This design comes from an exercise in tuning for small area, a short achievable clock period and few clock cycles per item on the open sky130 flow, not from production work.
Where RTL was checked, it was by simulation tests only, not by an equivalence proof against the original.
Only the layout flow was run in run 1; the RTL was not checked for function there.

<file path="design.v">
module fpu_as_s1
  (
   input [31:0]      opa_i,
   input [31:0]      opb_i,
   output [27:0]     fa_o,
   output [27:0]     fb_o,
   output [7:0]      exp_o
   );
   wire [7:0] 	     s_expa = opa_i[30:23];
   wire [7:0] 	     s_expb = opb_i[30:23];
   wire [22:0] 	     s_fracta = opa_i[22:0];
   wire [22:0] 	     s_fractb = opb_i[22:0];
   wire 	     s_expa_gt_expb = s_expa > s_expb;
   wire 	     s_opa_dn = !(|s_expa);
   wire 	     s_opb_dn = !(|s_expb);
   assign exp_o = s_expa_gt_expb ? s_expa : s_expb;
   wire [27:0] 	     s_fracta_28 = {1'b0, !s_opa_dn, s_fracta, 3'b000};
   wire [27:0] 	     s_fractb_28 = {1'b0, !s_opb_dn, s_fractb, 3'b000};
   reg [7:0] 	     s_exp_diff;
   always @*
     case ({s_expa_gt_expb, s_opa_dn ^ s_opb_dn})
       2'b00: s_exp_diff = s_expb - s_expa;
       2'b01: s_exp_diff = s_expb - (s_expa + 8'd1);
       2'b10: s_exp_diff = s_expa - s_expb;
       default: s_exp_diff = s_expa - (s_expb + 8'd1);
     endcase
   wire [27:0] 	     s_fract_sm_28 = s_expa_gt_expb ? s_fractb_28 : s_fracta_28;
   wire [27:0] 	     s_fract_shr_28 = s_fract_sm_28 >> s_exp_diff;
   wire [27:0] 	     s_lost_mask = ~(28'hfffffff << s_exp_diff);
   wire 	     s_sticky = |(s_fract_sm_28 & s_lost_mask);
   wire [27:0] 	     fa = s_expa_gt_expb ? s_fracta_28 :
			  {s_fract_shr_28[27:1], (s_sticky | s_fract_shr_28[0])};
   wire [27:0] 	     fb = s_expa_gt_expb ? {s_fract_shr_28[27:1], (s_sticky | s_fract_shr_28[0])} :
			  s_fractb_28;
   assign fa_o = fa;
   assign fb_o = fb;
endmodule
module fpu_as_add
  (
   input [27:0]      fa,
   input [27:0]      fb,
   input 	     signa,
   input 	     signb,
   input 	     fpu_op_i,
   output [27:0]     fract_o,
   output 	     sign_o
   );
   wire [28:0] 	     d_ab = {1'b0, fa} - {1'b0, fb};
   wire [28:0] 	     d_ba = {1'b0, fb} - {1'b0, fa};
   wire 	     fa_gt_fb = d_ba[28];
   wire 	     fa_eq_fb = fa == fb;
   wire 	     s_addop = ((signa ^ signb) & !fpu_op_i) | ((signa ^~ signb) & fpu_op_i);
   assign fract_o = s_addop ? (fa_gt_fb ? d_ab[27:0] : d_ba[27:0]) : fa + fb;
   wire 	     fract_zero = s_addop ? fa_eq_fb : !(|fa) & !(|fb);
   assign sign_o = (fract_zero & !(signa & signb)) ? 1'b0 :
		   (!signa & (!fa_gt_fb & (fpu_op_i ^ signb))) |
		   (signa & (fa_gt_fb | (fpu_op_i ^ signb)));
endmodule
module fpu_as_s2a
  (
   input [27:0]      fract_28_i,
   input [7:0] 	     exp_i,
   output [27:0]     fracto28_1_o,
   output [8:0]      expo9_1_o,
   output 	     x_sticky_o,  
   output 	     x_lost_o,  
   output 	     zero_fract_o
   );
   wire 	     s_carry = fract_28_i[27];
   reg [5:0] 	     lzeroes;
   integer 	     i;
   always @* begin
      lzeroes = 6'd27;
      for (i = 0; i < 27; i = i + 1)
	if (fract_28_i[i]) lzeroes = 6'd26 - i;
   end
   wire [5:0] 	     s_zeros = s_carry ? 6'd0 : lzeroes;
   wire [9:0] 	     s_exp10 = {2'd0, exp_i} + {9'd0, s_carry} - {4'd0, s_zeros};
   reg [5:0] 	     s_shl1;
   reg 		     s_shr1;
   reg [8:0] 	     s_expo9_1;
   always @* begin
      if (s_exp10[9] | !(|s_exp10)) begin
	 s_shr1 = 1'b0;
	 s_expo9_1 = 9'd1;
	 s_shl1 = (|exp_i) ? exp_i[5:0] - 6'd1 : 6'd0;
      end else if (s_exp10[8]) begin
	 s_shr1 = 1'b0;
	 s_shl1 = 6'd0;
	 s_expo9_1 = 9'b011111111;
      end else begin
	 s_shr1 = s_carry;
	 s_shl1 = s_zeros;
	 s_expo9_1 = s_exp10[8:0];
      end
   end
   assign fracto28_1_o = s_shr1 ? {1'b0, fract_28_i[27:1]} : fract_28_i << s_shl1;
   assign expo9_1_o = s_expo9_1;
   assign x_sticky_o = fract_28_i[0] & fract_28_i[27];
   assign x_lost_o = s_shr1 & fract_28_i[0];
   assign zero_fract_o = s_zeros == 6'd27 & !fract_28_i[27];
endmodule
module fpu_as_s2b
  (
   input [27:0]      s_fracto28_1,
   input [8:0] 	     s_expo9_1,
   input 	     x_sticky,
   input 	     x_lost,
   input 	     s_zero_fract,
   input 	     sign_i,
   input [1:0] 	     rmode_i,
   input 	     nan_in,  
   input 	     nan_op,  
   input 	     nan_sign,
   input 	     inf_in,  
   output [31:0]     output_o,
   output 	     ine_o
   );
   localparam [30:0] INF = 31'b1111111100000000000000000000000;
   localparam [30:0] QNAN = 31'b1111111110000000000000000000000;
   wire [8:0] 	     s_expo9_2 = (s_fracto28_1[27:26] == 2'b00) ? s_expo9_1 - 9'd1 : s_expo9_1;
   wire 	     s_sticky = s_fracto28_1[0] | x_sticky;
   wire 	     s_roundup = rmode_i == 2'b00 ?
				 s_fracto28_1[2] & ((s_fracto28_1[1] | s_sticky) | s_fracto28_1[3]) :
				 rmode_i == 2'b10 ?
				 (s_fracto28_1[2] | s_fracto28_1[1] | s_sticky) & !sign_i :
				 rmode_i == 2'b11 ?
				 (s_fracto28_1[2] | s_fracto28_1[1] | s_sticky) & sign_i :
				 1'b0;
   wire [27:0] 	     s_fracto28_rnd = s_roundup ? s_fracto28_1 + 28'd8 : s_fracto28_1;
   wire 	     s_shr2 = s_fracto28_rnd[27];
   wire [8:0] 	     s_expo9_3 = (s_shr2 & s_expo9_2 != 9'b011111111) ? s_expo9_2 + 9'd1 : s_expo9_2;
   wire [27:0] 	     s_fracto28_2 = s_shr2 ? {1'b0, s_fracto28_rnd[27:1]} : s_fracto28_rnd;
   wire 	     s_lost = x_lost | (s_shr2 & s_fracto28_rnd[0]) | (|s_fracto28_2[2:0]);
   wire 	     s_overflow = s_expo9_3 == 9'b011111111 & !inf_in;
   assign ine_o = (s_lost | s_overflow) & !inf_in;
   assign output_o = (nan_in | nan_op) ? {nan_sign, QNAN} :
		     inf_in | s_overflow ? {sign_i, INF} :
		     s_zero_fract ? {sign_i, 31'd0} :
		     {sign_i, s_expo9_3[7:0], s_fracto28_2[25:3]};
endmodule
module fpu_mul_s1
  (
   input [31:0]      opa_i,
   input [31:0]      opb_i,
   input 	     first,  
   input [35:0]      plo_i,  
   output [35:0]     prod_o,  
   output [9:0]      exp_10_o
   );
   wire [7:0] 	     s_expa = opa_i[30:23];
   wire [7:0] 	     s_expb = opb_i[30:23];
   wire 	     s_opa_dn = !(|s_expa);
   wire 	     s_opb_dn = !(|s_expb);
   wire [23:0] 	     fracta_24 = {!s_opa_dn, opa_i[22:0]};
   wire [23:0] 	     fractb_24 = {!s_opb_dn, opb_i[22:0]};
   wire [9:0] 	     s_expa_in = {2'd0, s_expa} + {9'd0, s_opa_dn};
   wire [9:0] 	     s_expb_in = {2'd0, s_expb} + {9'd0, s_opb_dn};
   assign exp_10_o = s_expa_in + s_expb_in - 10'b0001111111;
   wire [11:0] 	     bsel = first ? fractb_24[11:0] : fractb_24[23:12];
   wire [23:0] 	     addend = first ? 24'd0 : plo_i[35:12];
   assign prod_o = fracta_24 * bsel + {12'd0, addend};
endmodule
module fpu_mul_s2
  (
   input [47:0]      fract_48_i,
   input [9:0] 	     exp_10_i,
   output [47:0]     frac2a_o,
   output [8:0]      expo1_o,
   output 	     lost_o
   );
   wire 	     s_carry = fract_48_i[47];
   reg [5:0] 	     s_zeros_l;
   reg [5:0] 	     s_r_zeros;
   integer 	     i;
   always @* begin
      s_zeros_l = 6'd46;
      for (i = 1; i < 47; i = i + 1)
	if (fract_48_i[i]) s_zeros_l = 6'd46 - i;
      s_r_zeros = 6'd48;
      for (i = 47; i >= 0; i = i - 1)
	if (fract_48_i[i]) s_r_zeros = i;
   end
   wire [5:0] 	     s_zeros = s_carry ? 6'd0 : s_zeros_l;
   wire [9:0] 	     s_exp_10a = exp_10_i + {9'd0, s_carry};
   wire [9:0] 	     s_exp_10b = s_exp_10a - {4'd0, s_zeros};
   wire 	     c_a = s_exp_10a[9] | !(|s_exp_10a);
   wire 	     c_b = s_exp_10b[9] | !(|s_exp_10b);
   wire [9:0] 	     v_shr1 = c_a ? 10'd1 - s_exp_10a + {9'd0, s_carry} :
			      c_b ? 10'd0 :
			      s_exp_10b[8] ? 10'd0 : {9'd0, s_carry};
   wire [9:0] 	     v_shl1 = c_a ? 10'd0 :
			      c_b ? {4'd0, s_zeros} - s_exp_10a :
			      s_exp_10b[8] ? 10'd0 : {4'd0, s_zeros};
   assign expo1_o = c_a ? 9'd1 : c_b ? 9'd1 : s_exp_10b[8] ? 9'b011111111 : s_exp_10b[8:0];
   wire [5:0] 	     s_shr2 = v_shr1[6] ? 6'b111111 : v_shr1[5:0];
   wire [5:0] 	     s_shl2 = v_shl1[5:0];
   assign frac2a_o = (|s_shr2) ? fract_48_i >> s_shr2 : fract_48_i << s_shl2;
   assign lost_o = s_shr2 > s_r_zeros;
endmodule
module fpu_mul_s3
  (
   input [47:0]      frac2a_i,
   input [8:0] 	     expo1_i,
   input 	     lost_i,
   input 	     sign_i,
   input [1:0] 	     rmode_i,
   input 	     nan_in,
   input 	     nan_op,
   input 	     inf_in,
   input 	     op_0,
   output [31:0]     output_o,
   output 	     ine_o
   );
   localparam [30:0] INF = 31'b1111111100000000000000000000000;
   localparam [30:0] QNAN = 31'b1111111110000000000000000000000;
   wire [8:0] 	     s_expo2b = frac2a_i[46] ? expo1_i : expo1_i - 9'd1;
   wire 	     s_guard = frac2a_i[22];
   wire 	     s_round = frac2a_i[21];
   wire 	     s_sticky = (|frac2a_i[20:0]) | lost_i;
   wire 	     s_roundup = rmode_i == 2'b00 ?
				 s_guard & ((s_round | s_sticky) | frac2a_i[23]) :
				 rmode_i == 2'b10 ?
				 (s_guard | s_round | s_sticky) & !sign_i :
				 rmode_i == 2'b11 ?
				 (s_guard | s_round | s_sticky) & sign_i :
				 1'b0;
   wire [24:0] 	     s_frac_rnd = frac2a_i[47:23] + {24'd0, s_roundup};
   wire 	     s_shr3 = s_frac_rnd[24];
   wire [8:0] 	     s_expo3 = (s_shr3 & (s_expo2b != 9'b011111111)) ? s_expo2b + 9'd1 : s_expo2b;
   wire [24:0] 	     s_frac3 = (s_shr3 & (s_expo2b != 9'b011111111)) ? {1'b0, s_frac_rnd[24:1]} : s_frac_rnd;
   wire 	     s_overflow = (s_expo3 == 9'b011111111) & !inf_in;
   assign ine_o = !op_0 & (lost_i | (|frac2a_i[22:0]) | s_overflow);
   assign output_o = (nan_in | nan_op) ? {sign_i, QNAN} :
		     inf_in | s_overflow ? {sign_i, INF} :
		     op_0 ? {sign_i, 31'd0} :
		     {sign_i, s_expo3[7:0], s_frac3[22:0]};
endmodule
module fpu_div_s1
  (
   input [31:0]      opa_i,
   input [31:0]      opb_i,
   output [23:0]     dvdnd_o,
   output [23:0]     dvsor_o,
   output [9:0]      exp_10_o
   );
   wire [7:0] 	     s_expa = opa_i[30:23];
   wire [7:0] 	     s_expb = opb_i[30:23];
   wire 	     s_opa_dn = !(|s_expa);
   wire 	     s_opb_dn = !(|s_expb);
   wire [23:0] 	     s_fracta_24 = {!s_opa_dn, opa_i[22:0]};
   wire [23:0] 	     s_fractb_24 = {!s_opb_dn, opb_i[22:0]};
   reg [4:0] 	     s_dvd_zeros;
   reg [4:0] 	     s_div_zeros;
   integer 	     i;
   always @* begin
      s_dvd_zeros = 5'd24;
      s_div_zeros = 5'd24;
      for (i = 0; i < 24; i = i + 1) begin
	 if (s_fracta_24[i]) s_dvd_zeros = 5'd23 - i;
	 if (s_fractb_24[i]) s_div_zeros = 5'd23 - i;
      end
   end
   assign dvdnd_o = s_fracta_24 << s_dvd_zeros;
   assign dvsor_o = s_fractb_24 << s_div_zeros;
   wire [9:0] 	     s_expa_in = {2'd0, s_expa} + {9'd0, s_opa_dn};
   wire [9:0] 	     s_expb_in = {2'd0, s_expb} + {9'd0, s_opb_dn};
   assign exp_10_o = s_expa_in - s_expb_in + 10'b0001111111 -
		     {5'd0, s_dvd_zeros} + {5'd0, s_div_zeros};
endmodule
module fpu_div_step
  (
   input [27:0]      s_i,
   input [27:0]      c_i,
   input [27:0]      q_i,
   input [27:0]      qm_i,
   input [24:0]      d_i,
   output [27:0]     s_o,
   output [27:0]     c_o,
   output [27:0]     q_o,
   output [27:0]     qm_o
   );
   wire [27:0] 	     s2 = {s_i[26:0], 1'b0};
   wire [27:0] 	     c2 = {c_i[26:0], 1'b0};
   wire [3:0] 	     y = s2[27:24] + c2[27:24];
   wire 	     q_pos = !y[3];
   wire 	     q_zero = y == 4'b1111;
   wire 	     q_neg = y[3] & !q_zero;
   wire [27:0] 	     dx = {3'b000, d_i};
   wire [27:0] 	     t = ({28{q_pos}} & ~dx) | ({28{q_neg}} & dx);
   assign s_o = s2 ^ c2 ^ t;
   assign c_o = {(s2[26:0] & c2[26:0]) | (s2[26:0] & t[26:0]) | (c2[26:0] & t[26:0]), q_pos};
   assign q_o = q_pos ? {q_i[26:0], 1'b1} : q_zero ? {q_i[26:0], 1'b0} : {qm_i[26:0], 1'b1};
   assign qm_o = q_pos ? {q_i[26:0], 1'b0} : q_zero ? {qm_i[26:0], 1'b1} : {qm_i[26:0], 1'b0};
endmodule
module fpu_div_fin
  (
   input [27:0]      s_i,
   input [27:0]      c_i,
   input [27:0]      q_i,
   input [27:0]      qm_i,
   input [24:0]      d_i,
   output [26:0]     qutnt_o,
   output 	     rmndr_nz_o
   );
   wire [27:0] 	     w = s_i + c_i;
   wire [27:0] 	     wd = s_i + c_i + {3'b000, d_i};
   wire 	     neg = w[27];
   wire [27:0] 	     qf = neg ? qm_i : q_i;
   assign qutnt_o = qf[27:1];
   assign rmndr_nz_o = neg ? |wd : |w;
endmodule
module fpu_div_s2a
  (
   input [26:0]      qutnt_i,
   input [9:0] 	     exp_10_i,
   output [26:0]     fraco1_o,
   output [8:0]      expo2_o,
   output 	     lost0_o,  
   output 	     lost1_o  
   );
   wire 	     s_qutdn = !qutnt_i[26];
   wire [9:0] 	     s_exp_10b = exp_10_i - {9'd0, s_qutdn};
   wire 	     c_b = s_exp_10b[9] | !(|s_exp_10b);
   wire [9:0] 	     v_shr = c_b ? (10'd1 - s_exp_10b) - {9'd0, s_qutdn} : 10'd0;
   wire [9:0] 	     v_shl = c_b ? 10'd0 : s_exp_10b[8] ? 10'd0 : {9'd0, s_qutdn};
   wire [8:0] 	     s_expo1 = c_b ? 9'd1 : s_exp_10b[8:0];
   wire [5:0] 	     s_shr1 = v_shr[6] ? 6'b111111 : v_shr[5:0];
   wire [5:0] 	     s_shl1 = v_shl[5:0];
   wire [26:0] 	     s_fraco1 = (|s_shr1) ? qutnt_i >> s_shr1 : qutnt_i << s_shl1;
   assign fraco1_o = s_fraco1;
   assign expo2_o = s_fraco1[26] ? s_expo1 : s_expo1 - 9'd1;
   reg [5:0] 	     s_r_zeros;
   integer 	     i;
   always @* begin
      s_r_zeros = 6'd27;
      for (i = 26; i >= 0; i = i - 1)
	if (qutnt_i[i]) s_r_zeros = i;
   end
   assign lost0_o = s_shr1 > s_r_zeros;
   assign lost1_o = (s_shr1 + 6'd1) > s_r_zeros;
endmodule
module fpu_div_s2b
  (
   input [26:0]      s_fraco1,
   input [8:0] 	     s_expo2,
   input 	     lost0,
   input 	     lost1,
   input 	     rmndr_nz_i,
   input 	     sign_i,
   input [1:0] 	     rmode_i,
   input 	     nan_in,
   input 	     infa,
   input 	     infb,
   input 	     opa_0,
   input 	     opb_0,
   output [31:0]     output_o,
   output 	     ine_o
   );
   localparam [30:0] INF = 31'b1111111100000000000000000000000;
   localparam [30:0] QNAN = 31'b1111111110000000000000000000000;
   wire 	     s_guard = s_fraco1[2];
   wire 	     s_round = s_fraco1[1];
   wire 	     s_sticky = s_fraco1[0] | rmndr_nz_i;
   wire 	     s_roundup = rmode_i == 2'b00 ?
				 s_guard & ((s_round | s_sticky) | s_fraco1[3]) :
				 rmode_i == 2'b10 ?
				 (s_guard | s_round | s_sticky) & !sign_i :
				 rmode_i == 2'b11 ?
				 (s_guard | s_round | s_sticky) & sign_i :
				 1'b0;
   wire [24:0] 	     s_frac_rnd = {1'b0, s_fraco1[26:3]} + {24'd0, s_roundup};
   wire 	     s_shr2 = s_frac_rnd[24];
   wire [8:0] 	     s_expo3 = s_shr2 ? s_expo2 + 9'd1 : s_expo2;
   wire [24:0] 	     s_fraco2 = s_shr2 ? {1'b0, s_frac_rnd[24:1]} : s_frac_rnd;
   wire 	     s_lost = s_shr2 ? lost1 : lost0;
   wire 	     s_op_0 = opa_0 | opb_0;
   wire 	     s_opab_0 = opa_0 & opb_0;
   wire 	     s_nan_op = (infa & infb) | s_opab_0;
   wire 	     s_inf_result = (&s_expo3[7:0]) | s_expo3[8] | opb_0;
   wire 	     s_overflow = s_inf_result & !infa & !opb_0;
   assign ine_o = !s_op_0 & (s_lost | (|s_fraco1[2:0]) | s_overflow | rmndr_nz_i);
   assign output_o = (nan_in | s_nan_op) ? {sign_i, QNAN} :
		     infa | s_overflow | s_inf_result ? {sign_i, INF} :
		     s_op_0 | infb ? {sign_i, 31'd0} :
		     {sign_i, s_expo3[7:0], s_fraco2[22:0]};
endmodule
module fpu_conv_s1
  (
   input [31:0]      opa,
   input 	     op_f2i,  
   input [1:0] 	     rmode,
   output [22:0]     fract_out,
   output 	     r_o,
   output 	     s_o,
   output [7:0]      exp_out,
   output 	     exp_in_lt_half_o,
   output 	     f2i_zero_o,
   output 	     f2i_max_o,
   output 	     fract_in_00_o,
   output 	     fract_in_lo_nz_o,
   output 	     sign_a_o,
   output 	     sign_b_o
   );
   wire 	     opas = opa[31];
   wire [7:0] 	     expa = opa[30:23];
   wire 	     opa_inf = (&expa) & !(|opa[22:0]);
   wire 	     opa_nan = (&expa) & (|opa[22:0]);
   wire [7:0] 	     exp_in = op_f2i ? expa : 8'd0;
   wire [47:0] 	     fract_in = op_f2i ?
			       (opas ? 48'd1 - {24'h00, (|expa), opa[22:0]} - 48'd1 :
				{24'h0, (|expa), opa[22:0]}) :
			       (opas ? 48'd1 - {opa[30:0], 17'h01} : {opa[30:0], 17'h0});
   reg [5:0] 	     fi_ldz;
   integer 	     i;
   always @* begin
      fi_ldz = 6'd48;
      for (i = 1; i < 48; i = i + 1)
	if (fract_in[i]) fi_ldz = 6'd48 - i;
   end
   wire 	     fract_in_00 = !(|fract_in);
   wire 	     rmode_00 = rmode == 2'b00;
   wire 	     rmode_11 = rmode == 2'b11;
   wire 	     exp_in_00 = !(|exp_in);
   wire [7:0] 	     f2i_emin = rmode_00 ? 8'h7e : 8'h7f;
   wire 	     f2i_exp_gt_max = exp_in > 8'h9d;
   wire 	     f2i_exp_lt_min = exp_in < f2i_emin;
   wire 	     f2i_zero = (((f2i_exp_lt_min & (opas & (!rmode_11 | fract_in_00))) |
				  (f2i_exp_lt_min & !opas) |
				  (f2i_exp_gt_max & opas))
				 & !(&exp_in)) |
			        (opa_inf & opas) |
			        (fract_in_00 & exp_in_00);
   wire 	     f2i_max = ((((!opas & f2i_exp_gt_max) |
				  (f2i_exp_lt_min & !fract_in_00 & rmode_11 & opas))
				 & !(&exp_in)) |
				(opa_nan | (opa_inf & !opas))) &
			       !(opas & fract_in_00 & exp_in_00);
   wire [7:0] 	     f2i_shft = exp_in - 8'h7d;
   wire [7:0] 	     conv_shft = op_f2i ? f2i_shft : {2'h0, fi_ldz};
   wire [47:0] 	     fract_in_shftl = (|conv_shft[7:6] | (f2i_zero & op_f2i)) ?
				      48'd0 : fract_in << conv_shft[5:0];
   assign fract_out = fract_in_shftl[47:25];
   assign r_o = fract_in_shftl[24];
   assign s_o = |fract_in_shftl[23:0];
   wire [7:0] 	     exp_i2f = fract_in_00 ? (opas ? 8'h9e : 8'd0) : (8'h9e - {2'd0, fi_ldz});
   wire [55:0] 	     exp_f2i_1 = {{8{fract_in[47]}}, fract_in} << f2i_shft;
   wire [7:0] 	     exp_f2i = f2i_zero ? 8'd0 : f2i_max ? 8'hff : exp_f2i_1[55:48];
   assign exp_out = op_f2i ? exp_f2i : exp_i2f;
   assign exp_in_lt_half_o = exp_in < 8'h80;
   assign f2i_zero_o = f2i_zero;
   assign f2i_max_o = f2i_max;
   assign fract_in_00_o = fract_in_00;
   assign fract_in_lo_nz_o = |fract_in[23:0];
   assign sign_a_o = opas & f2i_exp_gt_max & f2i_zero;
   assign sign_b_o = opa_nan | (f2i_zero & !f2i_max & !(opa_inf & opas));
endmodule
module fpu_conv_s2
  (
   input [22:0]      fract_out,
   input 	     r,
   input 	     s,
   input [7:0] 	     exp_out,
   input 	     exp_in_lt_half,
   input 	     f2i_zero,
   input 	     f2i_max,
   input 	     fract_in_00,
   input 	     fract_in_lo_nz,
   input 	     sign_a,
   input 	     sign_b,
   input 	     opas,
   input 	     op_f2i,
   input [1:0] 	     rmode,
   output [31:0]     out,
   output 	     ine
   );
   wire 	     rmode_01 = rmode == 2'b01;
   wire 	     rmode_10 = rmode == 2'b10;
   wire 	     rmode_11 = rmode == 2'b11;
   wire 	     sign = rmode_11 ? !opas : opas;
   wire 	     exp_out_ff = &exp_out;
   wire 	     exp_out_fe = &exp_out[7:1] & !exp_out[0];
   wire 	     fract_out_7fffff = &fract_out;
   wire [23:0] 	     fract_out_pl1 = fract_out + 24'd1;
   wire [7:0] 	     exp_out_pl1 = exp_out + 8'd1;
   wire 	     g = fract_out[0];
   wire 	     trunc_nz = r | s;
   wire 	     round = (g & r) | (r & s);
   wire 	     exp_rnd_adj0;
   wire [22:0] 	     fract_out_rnd0;
   assign {exp_rnd_adj0, fract_out_rnd0} = round ? fract_out_pl1 : {1'b0, fract_out};
   wire [7:0] 	     exp_out_rnd0 = exp_rnd_adj0 ? exp_out_pl1 : exp_out;
   wire [22:0] 	     fract_out_rnd1 = 1'b0 ? 23'h7fffff :
				      (op_f2i & trunc_nz & opas) ? fract_out_pl1[22:0] : fract_out;
   wire [7:0] 	     exp_out_rnd1 = (exp_out_ff & !op_f2i) ? 8'd0 :
				    (op_f2i & opas & trunc_nz & fract_out_pl1[23]) ? exp_out_pl1 : exp_out;
   wire 	     round2a = !exp_out_fe | !fract_out_7fffff | (exp_out_fe & fract_out_7fffff);
   wire 	     round2_fasu = ((r | s) & !sign) & (!exp_out[7] | (exp_out[7] & round2a));
   wire 	     round2_f2i = rmode_10 & ((fract_in_lo_nz & !opas & exp_in_lt_half) | trunc_nz);
   wire 	     round2 = op_f2i ? round2_f2i : round2_fasu;
   wire 	     exp_rnd_adj2a;
   wire [22:0] 	     fract_out_rnd2a;
   assign {exp_rnd_adj2a, fract_out_rnd2a} = round2 ? fract_out_pl1 : {1'b0, fract_out};
   wire [7:0] 	     exp_out_rnd2a = exp_rnd_adj2a ? exp_out_pl1 : exp_out;
   wire [22:0] 	     fract_out_rnd2 = 1'b0 ? 23'h7fffff : fract_out_rnd2a;
   wire [7:0] 	     exp_out_rnd2 = (sign & exp_out_ff & !op_f2i) ? 8'hfe : exp_out_rnd2a;
   reg [7:0] 	     exp_out_rnd;
   reg [22:0] 	     fract_out_rnd;
   always @* begin
      case (rmode)
	2'd0: begin exp_out_rnd = exp_out_rnd0; fract_out_rnd = fract_out_rnd0; end
	2'd1: begin exp_out_rnd = exp_out_rnd1; fract_out_rnd = fract_out_rnd1; end
	default: begin exp_out_rnd = exp_out_rnd2; fract_out_rnd = fract_out_rnd2; end
      endcase
   end
   wire 	     exp_out_final_ff = &exp_out_final;
   wire 	     ovf0 = exp_out_final_ff & !rmode_01 & !op_f2i;
   wire [22:0] 	     fract_out_final = ovf0 ? 23'h0 : (f2i_max & op_f2i) ? 23'h7fffff : fract_out_rnd;
   wire [7:0] 	     exp_out_final = (f2i_max & op_f2i) ? 8'hff : exp_out_rnd;
   wire [30:0] 	     out_d = {exp_out_final, fract_out_final};
   wire 	     f2i_out_sign = sign_a ? 1'b1 :
				    (sign_b | (!(|out_d) & !f2i_zero)) ? 1'b0 : opas;
   assign out = {op_f2i ? f2i_out_sign : opas, out_d};
   wire 	     f2i_ine = (f2i_zero & !fract_in_00 & !opas) |
			       trunc_nz |
			       (f2i_zero & exp_in_lt_half & opas & !fract_in_00) |
			       (f2i_max & rmode_11 & exp_in_lt_half);
   assign ine = op_f2i ? f2i_ine : trunc_nz;
endmodule
module fpu_arith
  (
   clk,
   rst,
   opa_i,
   opb_i,
   fpu_op_i,
   rmode_i,
   output_o,
   start_i,
   ready_o,
   ine_o,
   overflow_o,
   underflow_o,
   div_zero_o,
   inf_o,
   zero_o,
   qnan_o,
   snan_o
   );
   input  clk;
   input  rst;
   input [31:0] opa_i;
   input [31:0] opb_i;
   input [2:0] 	fpu_op_i;
   input [1:0] 	rmode_i;
   input 	start_i;
   output reg 	ready_o;
   output reg [31:0] output_o;
   output reg 	     ine_o;
   output reg 	     overflow_o;
   output reg 	     underflow_o;
   output reg 	     div_zero_o;
   output reg 	     inf_o;
   output reg 	     zero_o;
   output reg 	     qnan_o;
   output reg 	     snan_o;
   localparam [30:0] QNAN = 31'b11111111_10000000000000000000000;
   localparam [30:0] SNAN = 31'b11111111_00000000000000000000001;
   reg 		     busy;
   reg [3:0] 	     cnt;
   wire 	     op_as = fpu_op_i[2:1] == 2'b00;
   wire 	     op_mul = fpu_op_i == 3'd2;
   wire 	     op_div = fpu_op_i == 3'd3;
   wire 	     op_cv = fpu_op_i[2];
   wire 	     last = busy & (op_as ? cnt == 4'd0 : op_mul ? cnt == 4'd1 : cnt == 4'd7);
   always @(posedge clk or posedge rst)
     if (rst) begin
	busy <= 1'b0;
	ready_o <= 1'b0;
	cnt <= 4'd0;
     end else begin
	if (start_i) begin
	   busy <= !op_cv;
	   ready_o <= op_cv;
	   cnt <= 4'd0;
	end else if (last) begin
	   busy <= 1'b0;
	   ready_o <= 1'b1;
	end else begin
	   ready_o <= 1'b0;
	   cnt <= cnt + 4'd1;
	end
     end
   reg sel_as, sel_mul, sel_div, sel_cv;
   reg op0, rm0, rm1, rm2, rm3, sa, sb, sab, infa, infb, nana, nanb, za, zb;
   always @(posedge clk)
     if (start_i) begin
	sel_as <= op_as;
	sel_mul <= op_mul;
	sel_div <= op_div;
	sel_cv <= op_cv;
	op0 <= fpu_op_i[0];
	rm0 <= rmode_i == 2'd0;
	rm1 <= rmode_i == 2'd1;
	rm2 <= rmode_i == 2'd2;
	rm3 <= rmode_i == 2'd3;
	sa <= opa_i[31];
	sb <= opb_i[31];
	sab <= opa_i[31] ^ opb_i[31];
	infa <= &opa_i[30:23];
	infb <= &opb_i[30:23];
	nana <= (&opa_i[30:23]) & (|opa_i[22:0]);
	nanb <= (&opb_i[30:23]) & (|opb_i[22:0]);
	za <= !(|opa_i[30:0]);
	zb <= !(|opb_i[30:0]);
     end
   wire [1:0] rm_r = {rm2 | rm3, rm1 | rm3};
   wire [27:0] as_fa_d, as_fb_d;
   wire [7:0]  as_exp_d;
   reg [27:0]  as_fa, as_fb;
   reg [7:0]   as_exp;
   fpu_as_s1 u_as_s1 (.opa_i(opa_i), .opb_i(opb_i), .fa_o(as_fa_d), .fb_o(as_fb_d), .exp_o(as_exp_d));
   always @(posedge clk)
     if (start_i) begin
	as_fa <= as_fa_d;
	as_fb <= as_fb_d;
	as_exp <= as_exp_d;
     end
   wire [27:0] as_fract_d;
   wire        as_sign_d;
   fpu_as_add u_as_add (.fa(as_fa), .fb(as_fb), .signa(sa), .signb(sb), .fpu_op_i(op0),
			.fract_o(as_fract_d), .sign_o(as_sign_d));
   wire [27:0] as_f1_d;
   wire [8:0]  as_e1_d;
   wire        as_xs_d, as_xl_d, as_zf_d;
   fpu_as_s2a u_as_s2a (.fract_28_i(as_fract_d), .exp_i(as_exp), .fracto28_1_o(as_f1_d),
			.expo9_1_o(as_e1_d), .x_sticky_o(as_xs_d), .x_lost_o(as_xl_d),
			.zero_fract_o(as_zf_d));
   reg [27:0]  as_f1;
   reg [8:0]   as_e1;
   reg 	       as_xs, as_xl, as_zf, as_sign, as_nsign;
   always @(posedge clk)
     if (busy & op_as) begin
	as_f1 <= as_f1_d;
	as_e1 <= as_e1_d;
	as_xs <= as_xs_d;
	as_xl <= as_xl_d;
	as_zf <= as_zf_d;
	as_sign <= as_sign_d;
	as_nsign <= (nana & nanb) ? as_sign_d : nana ? sa : sb;
     end
   wire [31:0] as_out;
   wire        as_ine;
   fpu_as_s2b u_as_s2b
     (.s_fracto28_1(as_f1), .s_expo9_1(as_e1), .x_sticky(as_xs), .x_lost(as_xl),
      .s_zero_fract(as_zf), .sign_i(as_sign), .rmode_i(rm_r),
      .nan_in(nana | nanb),
      .nan_op(infa & infb & (sa ^ (op0 ^ sb))),
      .nan_sign(as_nsign),
      .inf_in(infa | infb),
      .output_o(as_out), .ine_o(as_ine));
   wire [35:0] mul_prod_d;
   wire [9:0]  mul_e_d;
   reg [47:0]  mul_m;
   reg [9:0]   mul_e;
   reg 	       mul_lost;
   wire [47:0] mul_frac2a_d;
   wire [8:0]  mul_expo1_d;
   wire        mul_lost_d;
   fpu_mul_s1 u_mul_s1 (.opa_i(opa_i), .opb_i(opb_i), .first(!busy), .plo_i(mul_m[35:0]),
			.prod_o(mul_prod_d), .exp_10_o(mul_e_d));
   fpu_mul_s2 u_mul_s2 (.fract_48_i(mul_m), .exp_10_i(mul_e), .frac2a_o(mul_frac2a_d),
			.expo1_o(mul_expo1_d), .lost_o(mul_lost_d));
   always @(posedge clk)
     if (start_i) begin
	mul_m <= {12'd0, mul_prod_d};
	mul_e <= mul_e_d;
     end else if (busy & op_mul & cnt == 4'd0) begin
	mul_m <= {mul_prod_d, mul_m[11:0]};
     end else if (busy & op_mul) begin
	mul_m <= mul_frac2a_d;
	mul_e <= {1'b0, mul_expo1_d};
	mul_lost <= mul_lost_d;
     end
   wire [31:0] mul_out;
   wire        mul_ine;
   fpu_mul_s3 u_mul_s3
     (.frac2a_i(mul_m), .expo1_i(mul_e[8:0]), .lost_i(mul_lost), .sign_i(sab),
      .rmode_i(rm_r), .nan_in(nana | nanb), .nan_op((infa | infb) & (za | zb)),
      .inf_in(infa | infb), .op_0(za | zb),
      .output_o(mul_out), .ine_o(mul_ine));
   wire [23:0] div_a_d, div_b_d;
   wire [9:0]  div_e_d;
   reg [27:0]  div_s, div_c, div_q, div_qm;
   reg [23:0]  div_b;
   reg [9:0]   div_e;
   fpu_div_s1 u_div_s1 (.opa_i(opa_i), .opb_i(opb_i), .dvdnd_o(div_a_d), .dvsor_o(div_b_d),
			.exp_10_o(div_e_d));
   wire [24:0] div_d = {div_b, 1'b0};
   wire [27:0] s1, c1, q1, qm1, s2, c2, q2, qm2, s3, c3, q3, qm3, s4, c4, q4, qm4;
   fpu_div_step u_st0 (.s_i(div_s), .c_i(div_c), .q_i(div_q), .qm_i(div_qm), .d_i(div_d),
		       .s_o(s1), .c_o(c1), .q_o(q1), .qm_o(qm1));
   fpu_div_step u_st1 (.s_i(s1), .c_i(c1), .q_i(q1), .qm_i(qm1), .d_i(div_d),
		       .s_o(s2), .c_o(c2), .q_o(q2), .qm_o(qm2));
   fpu_div_step u_st2 (.s_i(s2), .c_i(c2), .q_i(q2), .qm_i(qm2), .d_i(div_d),
		       .s_o(s3), .c_o(c3), .q_o(q3), .qm_o(qm3));
   fpu_div_step u_st3 (.s_i(s3), .c_i(c3), .q_i(q3), .qm_i(qm3), .d_i(div_d),
		       .s_o(s4), .c_o(c4), .q_o(q4), .qm_o(qm4));
   always @(posedge clk)
     if (start_i) begin
	div_s <= {4'd0, div_a_d};
	div_c <= 28'd0;
	div_q <= 28'd0;
	div_qm <= {28{1'b1}};
	div_b <= div_b_d;
	div_e <= div_e_d;
     end else if (busy & op_div & (cnt != 4'd7)) begin
	div_s <= s4;
	div_c <= c4;
	div_q <= q4;
	div_qm <= qm4;
     end
   wire [26:0] div_qf;
   wire        div_rnz_d;
   fpu_div_fin u_div_fin (.s_i(div_s), .c_i(div_c), .q_i(div_q), .qm_i(div_qm), .d_i(div_d),
			  .qutnt_o(div_qf), .rmndr_nz_o(div_rnz_d));
   wire [26:0] div_f1_d;
   wire [8:0]  div_e2_d;
   wire        div_l0_d, div_l1_d;
   reg [26:0]  div_f1;
   reg [8:0]   div_e2;
   reg 	       div_l0, div_l1, div_rnz;
   fpu_div_s2a u_div_s2a (.qutnt_i(div_qf), .exp_10_i(div_e), .fraco1_o(div_f1_d),
			  .expo2_o(div_e2_d), .lost0_o(div_l0_d), .lost1_o(div_l1_d));
   always @(posedge clk)
     if (busy & op_div & cnt == 4'd7) begin
	div_f1 <= div_f1_d;
	div_e2 <= div_e2_d;
	div_l0 <= div_l0_d;
	div_l1 <= div_l1_d;
	div_rnz <= div_rnz_d;
     end
   wire [31:0] div_out;
   wire        div_ine;
   fpu_div_s2b u_div_s2b
     (.s_fraco1(div_f1), .s_expo2(div_e2), .lost0(div_l0), .lost1(div_l1),
      .rmndr_nz_i(div_rnz), .sign_i(sab),
      .rmode_i(rm_r), .nan_in(nana | nanb), .infa(infa), .infb(infb), .opa_0(za), .opb_0(zb),
      .output_o(div_out), .ine_o(div_ine));
   wire [22:0] cv_fract_d;
   wire        cv_r_d, cv_s_d;
   wire [7:0]  cv_exp_out_d;
   wire        cv_eh_d, cv_zero_d, cv_max_d, cv_f00_d, cv_lonz_d, cv_sa_d, cv_sb_d;
   reg [22:0]  cv_fract;
   reg 	       cv_r, cv_s;
   reg [7:0]   cv_exp_out;
   reg 	       cv_eh, cv_zero, cv_max, cv_f00, cv_lonz, cv_sa, cv_sb;
   fpu_conv_s1 u_cv_s1
     (.opa(opa_i), .op_f2i(fpu_op_i[0]), .rmode(rmode_i),
      .fract_out(cv_fract_d), .r_o(cv_r_d), .s_o(cv_s_d), .exp_out(cv_exp_out_d),
      .exp_in_lt_half_o(cv_eh_d),
      .f2i_zero_o(cv_zero_d), .f2i_max_o(cv_max_d), .fract_in_00_o(cv_f00_d),
      .fract_in_lo_nz_o(cv_lonz_d), .sign_a_o(cv_sa_d), .sign_b_o(cv_sb_d));
   always @(posedge clk)
     if (start_i) begin
	cv_fract <= cv_fract_d;
	cv_r <= cv_r_d;
	cv_s <= cv_s_d;
	cv_exp_out <= cv_exp_out_d;
	cv_eh <= cv_eh_d;
	cv_zero <= cv_zero_d;
	cv_max <= cv_max_d;
	cv_f00 <= cv_f00_d;
	cv_lonz <= cv_lonz_d;
	cv_sa <= cv_sa_d;
	cv_sb <= cv_sb_d;
     end
   wire [31:0] cv_out;
   wire        cv_ine;
   fpu_conv_s2 u_cv_s2
     (.fract_out(cv_fract), .r(cv_r), .s(cv_s), .exp_out(cv_exp_out),
      .exp_in_lt_half(cv_eh), .f2i_zero(cv_zero), .f2i_max(cv_max),
      .fract_in_00(cv_f00), .fract_in_lo_nz(cv_lonz), .sign_a(cv_sa), .sign_b(cv_sb),
      .opas(sa), .op_f2i(op0), .rmode(rm_r), .out(cv_out), .ine(cv_ine));
   wire [31:0] s_output1 = ({32{sel_as}} & as_out) | ({32{sel_mul}} & mul_out) |
		({32{sel_div}} & div_out) | ({32{sel_cv}} & cv_out);
   wire        s_ine_o = (sel_as & as_ine) | (sel_mul & mul_ine) |
	       (sel_div & div_ine) | (sel_cv & cv_ine);
   wire s_div_zero_o = zb & !za & sel_div;
   wire s_qnan_o = s_output1[30:0] == QNAN;
   wire s_snan_o = s_output1[30:0] == SNAN;
   wire s_zero_o = !(|s_output1[30:0]);
   wire s_exp_ff = &s_output1[30:23];
   wire s_exp_00 = !(|s_output1[30:23]);
   wire keep = rm0 | s_div_zero_o | infa | infb | s_qnan_o;
   wire sat = !keep & s_exp_ff & (rm1 | (rm2 & s_output1[31]) | (rm3 & !s_output1[31]));
   wire neg_zero = !keep & rm3 & sel_as & s_zero_o & (sa | (op0 ^ sb));
   always @* begin
      output_o = {s_output1[31] | neg_zero,
		  sat ? 31'b1111111_01111111_11111111_11111111 : s_output1[30:0]};
      ine_o = s_ine_o;
      overflow_o = s_exp_ff & s_ine_o;
      underflow_o = s_exp_00 & s_ine_o;
      div_zero_o = s_div_zero_o & !infa;
      inf_o = s_exp_ff & !(s_qnan_o | s_snan_o);
      zero_o = s_zero_o;
      qnan_o = s_qnan_o;
      snan_o = s_snan_o;
   end
endmodule
</file>
<file path="run.sh">
#!/bin/bash
# synth_recipe.tcl (not shown) runs the flow's synth.tcl, then flattens the netlist and writes it again
# the make line also repeats each setting of config.mk as NAME=value (left out here)
make -C /OpenROAD-flow-scripts/flow DESIGN_CONFIG=/design/flow/config.mk WORK_HOME=/design/flow/orfs CLKGATE_MAP_FILE= SYNTH_SCRIPT=/design/flow/synth_recipe.tcl finish
</file>
<file path="config.mk">
export PLATFORM = sky130hd
export DESIGN_NAME = fpu_arith
export DESIGN_NICKNAME = fpu_arith
export VERILOG_FILES = /design/flow/design.v
export SDC_FILE = /design/flow/constraint.sdc
export NUM_CORES = 4
export LEC_CHECK = 0
export CAP_MARGIN = 20
export CORE_MARGIN = 2
export CORE_UTILIZATION = 35
export SLEW_MARGIN = 20
</file>
<file path="constraint.sdc">
create_clock -name core_clock -period 9.0 [get_ports {clk}]
set_input_delay 1.8000 -clock core_clock [delete_from_list [all_inputs] [get_ports {clk}]]
set_output_delay 1.8000 -clock core_clock [all_outputs]
set_load 0.01 [all_outputs]
</file>
==> results by group, run 1 <==
Status
  – Status: complete, but fails checks
  – Violated checks: setup timing

Die
  – Die H: 458 um
  – Chip width: 458 um
  – I/O pin total: 113
  – Rows: 166
  – Starting density of the core: 35.2%
  – Placeable Area: 205000 um^2
  – Full die area: 210000 um^2

Detailed routing
  – Number of DRC markers in iteration 0: 9029
  – Post-route DRC: 0
  – Detailed Route WL: 362 mm
  – DR pass1 iterations: 8
  – Via Count: 79000
  – Routed Antenna Nets: 0
  – Detailed-route vias per instance: 6.12
  – Wire length per cell: 28.0 um

Clock tree
  – Post-cts hold buffer count: 0
  – CTS tree: yes
  – Worst-path clk slew: 0.06 ns
  – Clock latency (worst-skew pair): 0.71 ns
  – Max clock buf depth: 3
  – Htree depth: 2
  – CTS Buf Count: 53
  – CTS Root Cell: clkbuf_16
  – Sink Count: 410

Global route
  – Largest net degree at the start of global routing: 87
  – Routing usage on met2: 51.5%
  – Overall routing resource usage: 33.1%
  – First-pass GRT wire length: 519 mm
  – Vias in the first global route: 75400
  – Global route hottest layer: met2
  – Antenna violations before repair: 25
  – Met3 usage: 6.55%
  – Met1 Usage GRT: 42.4%
  – GRT overflow: 0

Layout
  – Syn-to-layout area delta: 19.4%
  – Footprint of the multi-input gates: 57200 um^2
  – FILL cells: 20800
  – Final instance area: 86000 um^2
  – NumNets Final: 11000
  – Reg area: 11300 um^2
  – Final Non-Filler Cells: 12900
  – Post-layout util: 42.1%
  – Layout cells sized above 1: 16.7%

Placed design
  – PortBufs: 112
  – DP Worst Slack: -0.891 ns
  – DP Cell Count: 12700
  – Hpwl dp: 293 mm
  – DP Area: 82400 um^2
  – RePlAce Congestion: 1.05

Synth
  – Seq/Total Area, Yosys: 15.7%
  – Synth area leader: edfxtp_1
  – Ys async rst share: 1.46%
  – Synth Warn #: 8
  – Synth top area cells: edfxtp_1 (13%), fa_1 (10%), mux2i_1 (9.0%)
  – Top cell type's share of synthesized area: 12.7%
  – Post-synth design cell area: 72100 um^2
  – FF+latch count, synth: 410
  – Mean Syn Cell Area: 7.53 um^2
  – Top_reg_cell synth: edfxtp_1
  – Syn Nets: 10400
  – Number of synthesized flops with an enable pin: 305
  – Post-synth cell types: 131
  – Syn Inst Count: 9571

Timing
  – RSZ-0062 raised after global routing: true
  – Worst setup slack after layout: -0.163 ns
  – Fin crit period: 9.16 ns
  – Final Cycle Share: 102%
  – F_max: 109 MHz
  – Max_slew headroom: 24.0%
  – Pins Over Slew Limit: 0
  – Hold Vio Cnt, Final: 0
  – Worst Max-Slew Pin Slew: 1.14 ns
  – Min Hold Slack: 0.464 ns
  – Final setup vio count: 22
  – Setup Skew: 0.0575 ns
  – Fin Setup TNS: -1.62 ns

Worst setup path
  – Maximum net fanout on the critical path: 6
  – Most frequent CP cell: buf_4
  – WP data arrival: 7.36 ns
  – Slowest cell on crit path: or4_4
  – CP Class: reg -> out
  – CP startpoint kind: register
  – CP max stage delay: 0.56 ns
  – Crit end category: primary output
  – Req. time, crit path: 7.20 ns

Min path
  – Hold WC Path Type: reg -> reg

Run
  – MaxCap Viol Count: 0
registers in the layout, indices dropped and copies added (netlist names), 4 cells and up, named ones only:
register / cells
div_f1: 27
mul_e: 10
as_fa: 27
as_e1: 8
div_c: 27
div_qm: 28
cnt: 4
div_e2: 9
as_f1: 28
div_b: 24
mul_m: 46
as_exp: 8
div_e: 10
cv_fract: 23
as_fb: 27
div_q: 28
cv_exp_out: 8
div_s: 28
layout make-up:
cell class / instances / area share, %
multi-input cells: 7846 / 66.5
flip-flops and latches: 410 / 13.1
diodes: 15 / 0.0436
clock inverters: 43 / 0.547
well taps: 2688 / 3.91
inverters: 639 / 2.79
clock buffers: 56 / 1.58
repair buffers: 1218 / 11.5
layer usage:
metal / vias to the layer above / wire (um)
met2: 3934 / 159000
li1: 35600 / -
met4: 10 / 24900
met5: - / 111
met1: 38600 / 147000
met3: 889 / 30900
cell usage in the layout, fill, tap and decap left out, types with 108 or more instances in the layout:
master and count:
nor2_1 854, a31oi_1 108, nand3_1 274, xor2_1 130
buf_4 1063, nor3_1 219, xnor2_1 213, edfxtp_1 305
inv_1 616, fa_1 354, mux2i_1 631, o211ai_1 134
and2_1 113, o21ai_0 513, ha_1 352, a211oi_1 137
a21oi_1 636, nand2_1 1190
cell usage after synthesis (all sizes together) (110+ instances only):
library cell,count
a211oi,149
a21oi,656
a31oi,114
and2,118
buf,147
clkbuf,532
edfxtp,305
fa,362
ha,361
inv,630
mux2i,654
nand2,1213
nand2b,110
nand3,284
nor2,881
nor3,235
nor4,125
o211ai,135
o21ai,543
xnor2,228
xor2,136
path summary, 6_finish.rpt:
kind / startpoint / to / slack, ns / cells after the start
max in group asynchronous: rst / busy / 7.15 / 2
min in group asynchronous: rst / ready_o / 1.44 / 2
worst max-delay path: mul_m[10] / output_o[19] / -0.16 / 31
worst min-delay path: div_qm[0] / div_qm[0] / 0.46 / 2
worst max register to register: div_s[23] / div_q[3] / 0.28 / 35
worst min register to register: div_qm[0] / div_qm[0] / 0.46 / 2
critical path, delay by kind of cell, from the launching register on:
family          cells  cell delay (ns)
compound gates      7             1.37
xor+xnor            1             0.16
fa+ha+maj           2             0.38
buf+inv             6             1.04
flops               1             0.39
simple gates       15             3.31
kinds of logic after synthesis:
family          after synthesis  share of synthesized area (%)
compound gates             2511                           22.9
xor+xnor                    364                           4.42
fa+ha+maj                   724                           16.3
buf+inv                    1318                           7.11
flops                       410                           15.7
mux                         745                           10.6
simple gates               3499                           22.9
repair_timing:
action / 4_1_cts / 5_1_grt
pin swaps: 28 / 91
cloned: 2 / 4
setup buffers: 20 / 54
resized for setup: 194 / 199
hold endpoints to repair: 0 / 0
setup endpoints to repair: 102 / 167
==> inputs of run 2 (changes only) <==
--- a/design.v
+++ b/design.v
@@ -200,9 +200,10 @@
 endmodule
 module fpu_mul_s3
   (
-   input [47:0]      frac2a_i,
+   input [47:21]     frac2a_i,  
+   input 	     sticky_i,  
+   input 	     inelow_i,  
    input [8:0] 	     expo1_i,
-   input 	     lost_i,
    input 	     sign_i,
    input [1:0] 	     rmode_i,
    input 	     nan_in,
@@ -217,7 +218,7 @@
    wire [8:0] 	     s_expo2b = frac2a_i[46] ? expo1_i : expo1_i - 9'd1;
    wire 	     s_guard = frac2a_i[22];
    wire 	     s_round = frac2a_i[21];
-   wire 	     s_sticky = (|frac2a_i[20:0]) | lost_i;
+   wire 	     s_sticky = sticky_i;
    wire 	     s_roundup = rmode_i == 2'b00 ?
 				 s_guard & ((s_round | s_sticky) | frac2a_i[23]) :
 				 rmode_i == 2'b10 ?
@@ -225,12 +226,13 @@
 				 rmode_i == 2'b11 ?
 				 (s_guard | s_round | s_sticky) & sign_i :
 				 1'b0;
-   wire [24:0] 	     s_frac_rnd = frac2a_i[47:23] + {24'd0, s_roundup};
+   wire [24:0] 	     s_frac_inc = frac2a_i[47:23] + 25'd1;
+   wire [24:0] 	     s_frac_rnd = s_roundup ? s_frac_inc : frac2a_i[47:23];
    wire 	     s_shr3 = s_frac_rnd[24];
    wire [8:0] 	     s_expo3 = (s_shr3 & (s_expo2b != 9'b011111111)) ? s_expo2b + 9'd1 : s_expo2b;
    wire [24:0] 	     s_frac3 = (s_shr3 & (s_expo2b != 9'b011111111)) ? {1'b0, s_frac_rnd[24:1]} : s_frac_rnd;
    wire 	     s_overflow = (s_expo3 == 9'b011111111) & !inf_in;
-   assign ine_o = !op_0 & (lost_i | (|frac2a_i[22:0]) | s_overflow);
+   assign ine_o = !op_0 & (inelow_i | s_overflow);
    assign output_o = (nan_in | nan_op) ? {sign_i, QNAN} :
 		     inf_in | s_overflow ? {sign_i, INF} :
 		     op_0 ? {sign_i, 31'd0} :
@@ -369,7 +371,8 @@
 				 rmode_i == 2'b11 ?
 				 (s_guard | s_round | s_sticky) & sign_i :
 				 1'b0;
-   wire [24:0] 	     s_frac_rnd = {1'b0, s_fraco1[26:3]} + {24'd0, s_roundup};
+   wire [24:0] 	     s_frac_inc = {1'b0, s_fraco1[26:3]} + 25'd1;
+   wire [24:0] 	     s_frac_rnd = s_roundup ? s_frac_inc : {1'b0, s_fraco1[26:3]};
    wire 	     s_shr2 = s_frac_rnd[24];
    wire [8:0] 	     s_expo3 = s_shr2 ? s_expo2 + 9'd1 : s_expo2;
    wire [24:0] 	     s_fraco2 = s_shr2 ? {1'b0, s_frac_rnd[24:1]} : s_frac_rnd;
@@ -572,7 +575,9 @@
    wire 	     op_mul = fpu_op_i == 3'd2;
    wire 	     op_div = fpu_op_i == 3'd3;
    wire 	     op_cv = fpu_op_i[2];
-   wire 	     last = busy & (op_as ? cnt == 4'd0 : op_mul ? cnt == 4'd1 : cnt == 4'd7);
+   reg 		     mul_fast;
+   wire 	     last = busy & (op_as ? cnt == 4'd0 :
+				    op_mul ? (cnt == 4'd1 | mul_fast) : cnt == 4'd7);
    always @(posedge clk or posedge rst)
      if (rst) begin
 	busy <= 1'b0;
@@ -663,7 +668,7 @@
    wire [9:0]  mul_e_d;
    reg [47:0]  mul_m;
    reg [9:0]   mul_e;
-   reg 	       mul_lost;
+   reg 	       mul_or;
    wire [47:0] mul_frac2a_d;
    wire [8:0]  mul_expo1_d;
    wire        mul_lost_d;
@@ -671,21 +676,32 @@
 			.prod_o(mul_prod_d), .exp_10_o(mul_e_d));
    fpu_mul_s2 u_mul_s2 (.fract_48_i(mul_m), .exp_10_i(mul_e), .frac2a_o(mul_frac2a_d),
 			.expo1_o(mul_expo1_d), .lost_o(mul_lost_d));
+   wire [8:0]  mul_esum = {1'b0, opa_i[30:23]} + {1'b0, opb_i[30:23]};
+   wire        mul_fast_d = (|opa_i[30:23]) & !(&opa_i[30:23]) &
+	       (|opb_i[30:23]) & !(&opb_i[30:23]) &
+	       (mul_esum >= 9'd128) & (mul_esum <= 9'd381);
    always @(posedge clk)
      if (start_i) begin
 	mul_m <= {12'd0, mul_prod_d};
 	mul_e <= mul_e_d;
+	mul_fast <= mul_fast_d;
      end else if (busy & op_mul & cnt == 4'd0) begin
 	mul_m <= {mul_prod_d, mul_m[11:0]};
+	mul_or <= |{mul_prod_d[8:0], mul_m[11:0]};
      end else if (busy & op_mul) begin
 	mul_m <= mul_frac2a_d;
 	mul_e <= {1'b0, mul_expo1_d};
-	mul_lost <= mul_lost_d;
+	mul_or <= (|mul_frac2a_d[20:0]) | mul_lost_d;
      end
+   wire        mul_sh = mul_fast & mul_m[47];
+   wire [47:21] mul_fx = mul_sh ? {1'b0, mul_m[47:22]} : mul_m[47:21];
+   wire [8:0]  mul_ex = mul_e[8:0] + {8'd0, mul_sh};
    wire [31:0] mul_out;
    wire        mul_ine;
    fpu_mul_s3 u_mul_s3
-     (.frac2a_i(mul_m), .expo1_i(mul_e[8:0]), .lost_i(mul_lost), .sign_i(sab),
+     (.frac2a_i(mul_fx), .sticky_i(mul_or | (mul_sh & mul_m[21])),
+      .inelow_i(mul_or | mul_m[21] | mul_m[22] | (mul_sh & mul_m[23])),
+      .expo1_i(mul_ex), .sign_i(sab),
       .rmode_i(rm_r), .nan_in(nana | nanb), .nan_op((infa | infb) & (za | zb)),
       .inf_in(infa | infb), .op_0(za | zb),
       .output_o(mul_out), .ine_o(mul_ine));
==> results by group, run 2 <==
Layout
  – Largest register by flop count: mul_m (unchanged)
  – Max FFs per register: 48 (was 46)
  – Final instance area: 85600 um^2 (was 86000 um^2)
  – Commonest non-fill, non-tap cell in the layout: nand2_1 (unchanged)
  – FILL cells: 21700 (was 20800)
  – Final Non-Filler Cells: 13200 (was 12900)
  – Most frequent cells in the layout: nand2_1 (1276), nor2_1 (985), buf_4 (768), a21oi_1 (696), inv_1 (629) (was nand2_1 (1190), buf_4 (1063), nor2_1 (854), a21oi_1 (636), mux2i_1 (631))
  – Layout cells sized above 1: 12.9% (was 16.7%)
  – Syn-to-layout area delta: 15.1% (was 19.4%)
  – NumNets Final: 11100 (was 11000)
  – Post-layout util: 40.5% (was 42.1%)

Clock tree
  – Clock latency (worst-skew pair): 0.73 ns (was 0.71 ns)
  – Sink Count: 410 (unchanged)
  – CTS Buf Count: 52 (was 53)
  – Worst-path clk slew: 0.06 ns (about the same)
  – CTS tree: yes (unchanged)
  – Htree depth: 2 (unchanged)
  – Post-cts hold buffer count: 0 (unchanged)
  – Max clock buf depth: 3 (unchanged)
  – CTS Root Cell: clkbuf_16 (unchanged)

Worst setup path
  – Reg-to-Reg End: div_s[6] (was div_q[3])
  – Buf+Inv Stages, Crit Path: 5 (was 6)
  – WP data arrival: 7.07 ns (was 7.36 ns)
  – Crit end category: primary output (unchanged)
  – CP max stage delay: 0.62 ns (was 0.56 ns)
  – Slowest cell on crit path: or4_4 (unchanged)
  – Top delay family on crit path: simple AND/OR/NAND/NOR gates (unchanged)
  – Critical Path Start: mul_fast (was mul_m[10])
  – R2R setup slack: 0.21 ns (was 0.28 ns)
  – CP Class: reg -> out (unchanged)
  – Worst R2R Path Depth: 38 (was 35)
  – CP startpoint kind: register (unchanged)
  – Crit Reg-Reg Startpoint: div_s[23] (unchanged)
  – Req. time, crit path: 7.20 ns (about the same)
  – Maximum net fanout on the critical path: 23 (was 6)

Global route
  – GRT overflow: 0 (unchanged)
  – First-pass GRT wire length: 511 mm (was 519 mm)
  – Largest net degree at the start of global routing: 79 (was 87)
  – Vias in the first global route: 76100 (was 75400)
  – Antenna violations before repair: 21 (was 25)
  – Overall routing resource usage: 30.8% (was 33.1%)

Synth
  – Post-synth cell types: 118 (was 131)
  – Ys async rst share: 1.46% (unchanged)
  – Number of synthesized flops with an enable pin: 305 (unchanged)
  – Seq/Total Area, Yosys: 15.2% (was 15.7%)
  – Synth cell count leaders: nand2_1 (1282), nor2_1 (994), a21oi_1 (711), inv_1 (638), o21ai_0 (614) (was nand2_1 (1210), nor2_1 (875), a21oi_1 (653), mux2i_1 (649), inv_1 (623))
  – Post-synth design cell area: 74400 um^2 (was 72100 um^2)
  – Synth Warn #: 8 (unchanged)
  – Syn Inst Count: 10100 (was 9571)
  – Synth area leader: edfxtp_1 (unchanged)
  – Top_reg_cell synth: edfxtp_1 (unchanged)
  – Syn Nets: 10900 (was 10400)
  – FF+latch count, synth: 410 (unchanged)
  – Synth top area cells: edfxtp_1 (12%), fa_1 (9.8%), mux2i_1 (6.8%) (was edfxtp_1 (13%), fa_1 (10%), mux2i_1 (9.0%))
  – Mean Syn Cell Area: 7.37 um^2 (was 7.53 um^2)
  – Top cell type's share of synthesized area: 12.3% (was 12.7%)
  – Most common cell in the synthesized netlist: nand2_1 (unchanged)

Timing
  – Final setup vio count: 0 (was 22)
  – Worst setup slack after layout: 0.134 ns (was -0.163 ns)
  – Min Hold Slack: 0.465 ns (was 0.464 ns)
  – Hold Vio Cnt, Final: 0 (unchanged)
  – Pins Over Slew Limit: 0 (unchanged)
  – Worst Max-Slew Pin Slew: 1.10 ns (was 1.14 ns)
  – Max_slew headroom: 26.1% (was 24.0%)
  – F_max: 113 MHz (was 109 MHz)
  – Fin crit period: 8.87 ns (was 9.16 ns)
  – Final Cycle Share: 98.5% (was 102%)
  – Setup Skew: 0.0694 ns (was 0.0575 ns)
  – Fin Setup TNS: 0 ns (was -1.62 ns)

Detailed routing
  – Routed Antenna Nets: 0 (unchanged)
  – Post-route DRC: 0 (unchanged)
  – Number of DRC markers in iteration 0: 11000 (was 9029)
  – DR pass1 iterations: 9 (was 8)
  – Detailed-route vias per instance: 6.22 (was 6.12)
  – Via Count: 82200 (was 79000)
  – Wire length per cell: 26.4 um (was 28.0 um)
  – Detailed Route WL: 349 mm (was 362 mm)

Die
  – Starting density of the core: 35.2% (about the same)
  – Placeable Area: 212000 um^2 (was 205000 um^2)
  – Chip width: 465 um (was 458 um)
  – Die H: 465 um (was 458 um)
  – Full die area: 216000 um^2 (was 210000 um^2)
  – Rows: 169 (was 166)
  – I/O pin total: 113 (unchanged)

Placed design
  – Hpwl dp: 280 mm (was 293 mm)
  – DP Cell Count: 13100 (was 12700)
  – RePlAce Congestion: 1.07 (was 1.05)
  – PortBufs: 112 (unchanged)
  – DP Worst Slack: -0.561 ns (was -0.891 ns)
  – DP Area: 82700 um^2 (was 82400 um^2)

Min path
  – Hold depth: 2 (unchanged)
  – Hold Startpoint: div_c[25] (was div_qm[0])
  – Hold WC Path Type: reg -> reg (unchanged)
  – Hold worst-path end: div_c[25] (was div_qm[0])

Status
  – Status: finished clean (was complete, but fails checks)

Run
  – MaxCap Viol Count: 0 (unchanged)
-- run 2: cell types whose count changed in the layout (fill, tap and decap cells not counted), sizes merged, moves of 44 or more --
cell and change:
a21oi +55, o211ai +45, nor2 +111, mux2i -147
a211oi +44, o21ai +94, buf -327, nand2 +71
-- run 2: cell type report --
cell class	instances	area, um^2	area share (%)
inverter	659	2480	2.89
antenna	12	30.0	0.0351
timing repair buffer	916	7630	8.91
clock inverter	44	470	0.549
sequential	410	11300	13.2
tap	2821	3530	4.12
multi-input combinational	8302	58900	68.8
clock buffer	54	1310	1.53
-- run 2: worst reg2reg max path, delay by kind of cell, from the launching register on --
family / cells / cell delay [ns]
compound gates: 9 / 1.30
xor+xnor: 6 / 1.17
fa+ha+maj: 10 / 3.88
buf+inv: 5 / 0.47
flops: 1 / 0.44
simple gates: 8 / 1.23
-- run 2: per-layer routing --
layer	routed length (um)	up-vias	GRT usage, %
met5	126	-	0
met1	151000	39800	43.7
met3	36300	744	6.50
met4	18400	18	13.6
li1	-	36900	-
met2	143000	4720	44.5
-- run 2: cells by family (layout without fill, tap and decap cells) --
group / Yosys count / in the layout / share of synthesized area (%)
other: 0 / 12 / 0
adders and majority gates: 726 / 726 / 15.9
xor gates and xnor gates: 355 / 355 / 4.19
DFF: 410 / 410 / 15.2
muxes: 634 / 634 / 9.03
buffers and inverters: 1388 / 1673 / 7.19
and+or+nand+nor: 3718 / 3719 / 23.2
AOI/OAI and AO/OA: 2867 / 2868 / 25.3
-- run 2: timing repair --
item,in CTS,in global routing
cloned,1,2
hold endpoints to repair,0,0
buffers inserted,5,49
pin swaps,6,62
gates resized for setup,22,160
endpoints found under the setup margin,88,164
-- run 2: worst max path at each step --
stage                        end  cells past startpoint
finish              output_o[12]                     28
global route            div_s[9]                     39
CTS                  output_o[9]                     27
detailed placement     mul_m[35]                     31
global placement       mul_m[35]                     31
floorplan              div_s[14]                     44
Testbench counts of run 2, summed over its fixed seeds: cycles 40,382, ops 16,000.

[what the ideal ports hide]
Ports are ideal in the flow. The routed layouts listed here were re-timed in OpenROAD.
Step 1, drivers: a clkbuf_16 drives clk and a buf_2 each remaining input, both assumed.
Step 2 moves the port delays by t, midway between the first and last clock arrival at a register: inputs arrive t later, outputs are due t later. That takes back most of the time a late clock gives input paths.
a / b / c = ideal / step 1 / step 2; a / b = the first two.
run	t, ns	setup slack, ns	worst setup path after step 2
run 1	0.778	-0.163 / -0.257 / -0.439	input to register
run 2	0.789	0.134 / 0.038 / -0.400	input to register
With both steps, setup timing fails in run 2, where it was met with ideal ports. The setup slack of run 2, which loses most, moves by -0.096 ns with the drivers and by -0.534 ns with both steps.
